What follows belongs to an exercise in optimizing a design on an open flow for small area, a short achievable clock period and few clock cycles; a production flow would make more cautious choices. Function was checked by simulation only, so behaviour that the tests miss may differ from the original. The clock input has no modelled driver; a real chip could not lean on it and would need a root buffer or a full tree. No activity file was given, so power comes from the tool's default toggle rates.

## v6
==> flow/design.v <==
module AEC(clk, rst, ascii_in, ready, valid, result);
input clk;
input rst;
input ready;
input [7:0] ascii_in;
output valid;
output [6:0] result;
reg valid_r;            
reg k_dig, k_pm, k_mul, k_lp, k_rp;    
reg [3:0] xv;           
wire active = k_dig | k_pm | k_mul | k_lp | k_rp;
wire inexpr = ready | active;
wire [7:0] a = ascii_in;
wire is_eq  = a[4] & a[3] & a[2];              
wire is_dig = a[6] | (a[4] & ~(a[3] & a[2]));  
wire is_op  = ~a[6] & ~a[4];                   
wire [2:0] a_inc = a[2:0] + 3'd1;
always @(posedge clk) begin
	if (rst) begin
		valid_r <= 1'b0;
		k_dig   <= 1'b0;
		k_pm    <= 1'b0;
		k_mul   <= 1'b0;
		k_lp    <= 1'b0;
		k_rp    <= 1'b0;
	end else begin
		valid_r <= inexpr & is_eq;
		k_dig   <= inexpr & is_dig;
		k_pm    <= inexpr & is_op & a[0] & (a[1] | a[2]);  
		k_mul   <= inexpr & is_op & ~a[0] & a[1];           
		k_lp    <= inexpr & is_op & ~a[0] & ~a[1];          
		k_rp    <= inexpr & is_op & a[0] & ~a[2] & ~a[1];   
	end
	xv <= a[6] ? {1'b1, a_inc} :
	      is_op ? {1'b0, a[2], 2'b00} :
	      a[3:0];
end
reg [6:0] A, B, K;
reg [13:0] E0, E1;        
reg [6:0] E2;             
reg [5:0] F;              
reg po;                   
wire [6:0] S_o = {7{k_rp & F[0]}} & E0[13:7];
wire [6:0] r0 = {7{xv[0]}} & B;
wire [6:0] r1 = {7{xv[1]}} & {B[5:0], 1'b0};
wire [6:0] r2 = {7{xv[2]}} & {B[4:0], 2'b0};
wire [6:0] r3 = ({7{xv[3]}} & {B[3:0], 3'b0}) | S_o | ({7{k_mul}} & ~B);
wire [6:0] s1 = r0 ^ r1 ^ r2;
wire [6:0] c1 = (r0 & r1) | (r0 & r2) | (r1 & r2);
wire [6:0] t1 = {c1[5:0], 1'b0};
wire [6:0] s2 = s1 ^ t1 ^ r3;
wire [6:0] c2 = (s1 & t1) | (s1 & r3) | (t1 & r3);
wire [6:0] t2 = {c2[5:0], k_mul};
wire [6:0] s3 = s2 ^ t2 ^ A;
wire [6:0] c3 = (s2 & t2) | (s2 & A) | (t2 & A);
wire [6:0] P = s2 + t2;
wire [6:0] Q = s3 + {c3[5:0], 1'b0};
wire [6:0] K_o = F[0] ? E0[6:0] : K;
wire [6:0] negK = ~K + 7'd1;
always @(posedge clk) begin
	if (~active) begin
		A <= 7'd0;
		B <= 7'd1;
		K <= 7'd1;
		F <= 6'd0;
	end else begin
		if (k_dig) begin
			A <= Q;
			B <= P;
		end else if (k_mul) begin
			A <= Q;
		end else if (k_pm) begin
			B <= xv[2] ? negK : K;
		end else if (k_lp) begin
			A <= 7'd0;
			K <= B;
		end else if (k_rp) begin
			A <= Q;
			B <= A;
			K <= K_o;
		end
		if (k_lp)
			F <= {F[4:0], po};
		else if (k_rp)
			F <= {1'b0, F[5:1]};
	end
	po <= k_mul | k_pm;
	if (k_lp & po) begin
		E0 <= {A, K};
		E1 <= E0;
		E2 <= E1[13:7];
	end else if (k_rp & F[0]) begin
		E0 <= E1;
		E1 <= {E2, 7'd1};
	end
end
assign valid  = valid_r;
assign result = A;
endmodule
export LEC_CHECK = 0
export ABC_AREA = 1
export CAP_MARGIN = 20
export CORE_MARGIN = 2
export CORE_UTILIZATION = 50
export SLEW_MARGIN = 20
create_clock -name core_clock -period 14.0 [get_ports {clk}]
standard.sh (not shown) runs the stock make flow with config.mk's settings and CLKGATE_MAP_FILE= SYNTH_SCRIPT=/design/flow/synth_recipe.tcl, a recipe that flattens the netlist after the stock synthesis.
==> flow/flow/run.sh <==
#!/bin/bash
# Runs the standard ORFS layout (standard.sh) with the extra make
# settings listed one per line in flow/make_args, and flow/pre_cts.tcl as
# the CTS step's PRE_CTS_TCL hook (it builds the clock tree itself).
# make's output goes to standard_flow.log; each ORFS step also writes its
# own log under orfs/logs/.
set -euo pipefail
mapfile -t extra < flow/make_args
bash standard.sh "${extra[@]}" "PRE_CTS_TCL=$PWD/flow/pre_cts.tcl" finish > standard_flow.log 2>&1
Other scripts of this flow, unchanged in this note and not shown: flow/flow/make_args, flow/flow/pre_cts.tcl
Testbench counts of v6, summed over its fixed seeds: cycles 27,544.
## Diff of input files: v7 against v6
- clearing ABC_AREA, which used to be 1
Findings:
v7 vs. v6: share of power burned in the clock network dropped 0.6 points; worst hold slack dropped 11 ps; internal cell power climbed 3.4%; share of total power in combinational logic climbed 1.1 points; I/O pin total barely changed.
Diff v6 -> v7 | mean post-synth cell area | up by more than 10%
Compared with v6, v7 shows die boundary height that has gone down by a few percent.
No run of this note takes its clock network from TritonCTS; it comes from the design's own scripts or RTL.

[separate check: timing with driven ports]
How much do the figures lean on ideal ports? The routed layouts below were timed once more, with nothing changed but the port constraints. Step 1 (the two cells are an assumption about what drives the block):
set clk [get_ports {clk}]
set_driving_cell -lib_cell sky130_fd_sc_hd__clkbuf_16 $clk
set_driving_cell -lib_cell sky130_fd_sc_hd__buf_2 [delete_from_list [all_inputs] $clk]
Step 2 times the ports against the registers' clock, not the clock port: input delays grow and output delays shrink by t, the midpoint of the rising clock arrivals with the driver on. Slacks: ideal / step 1 / step 2; pairs: ideal / step 1.
run | shift t [ns] | slack for setup (ns) | worst setup path at the end
v6 | 0.222 | 10.528 / 10.448 / 10.392 | input to register
v7 | 0.225 | 10.541 / 10.459 / 10.416 | input to register
After both steps setup and hold are still met in every run listed. The setup slack of v6, which loses most, moves by -0.080 ns with the drivers and by -0.136 ns with both steps.
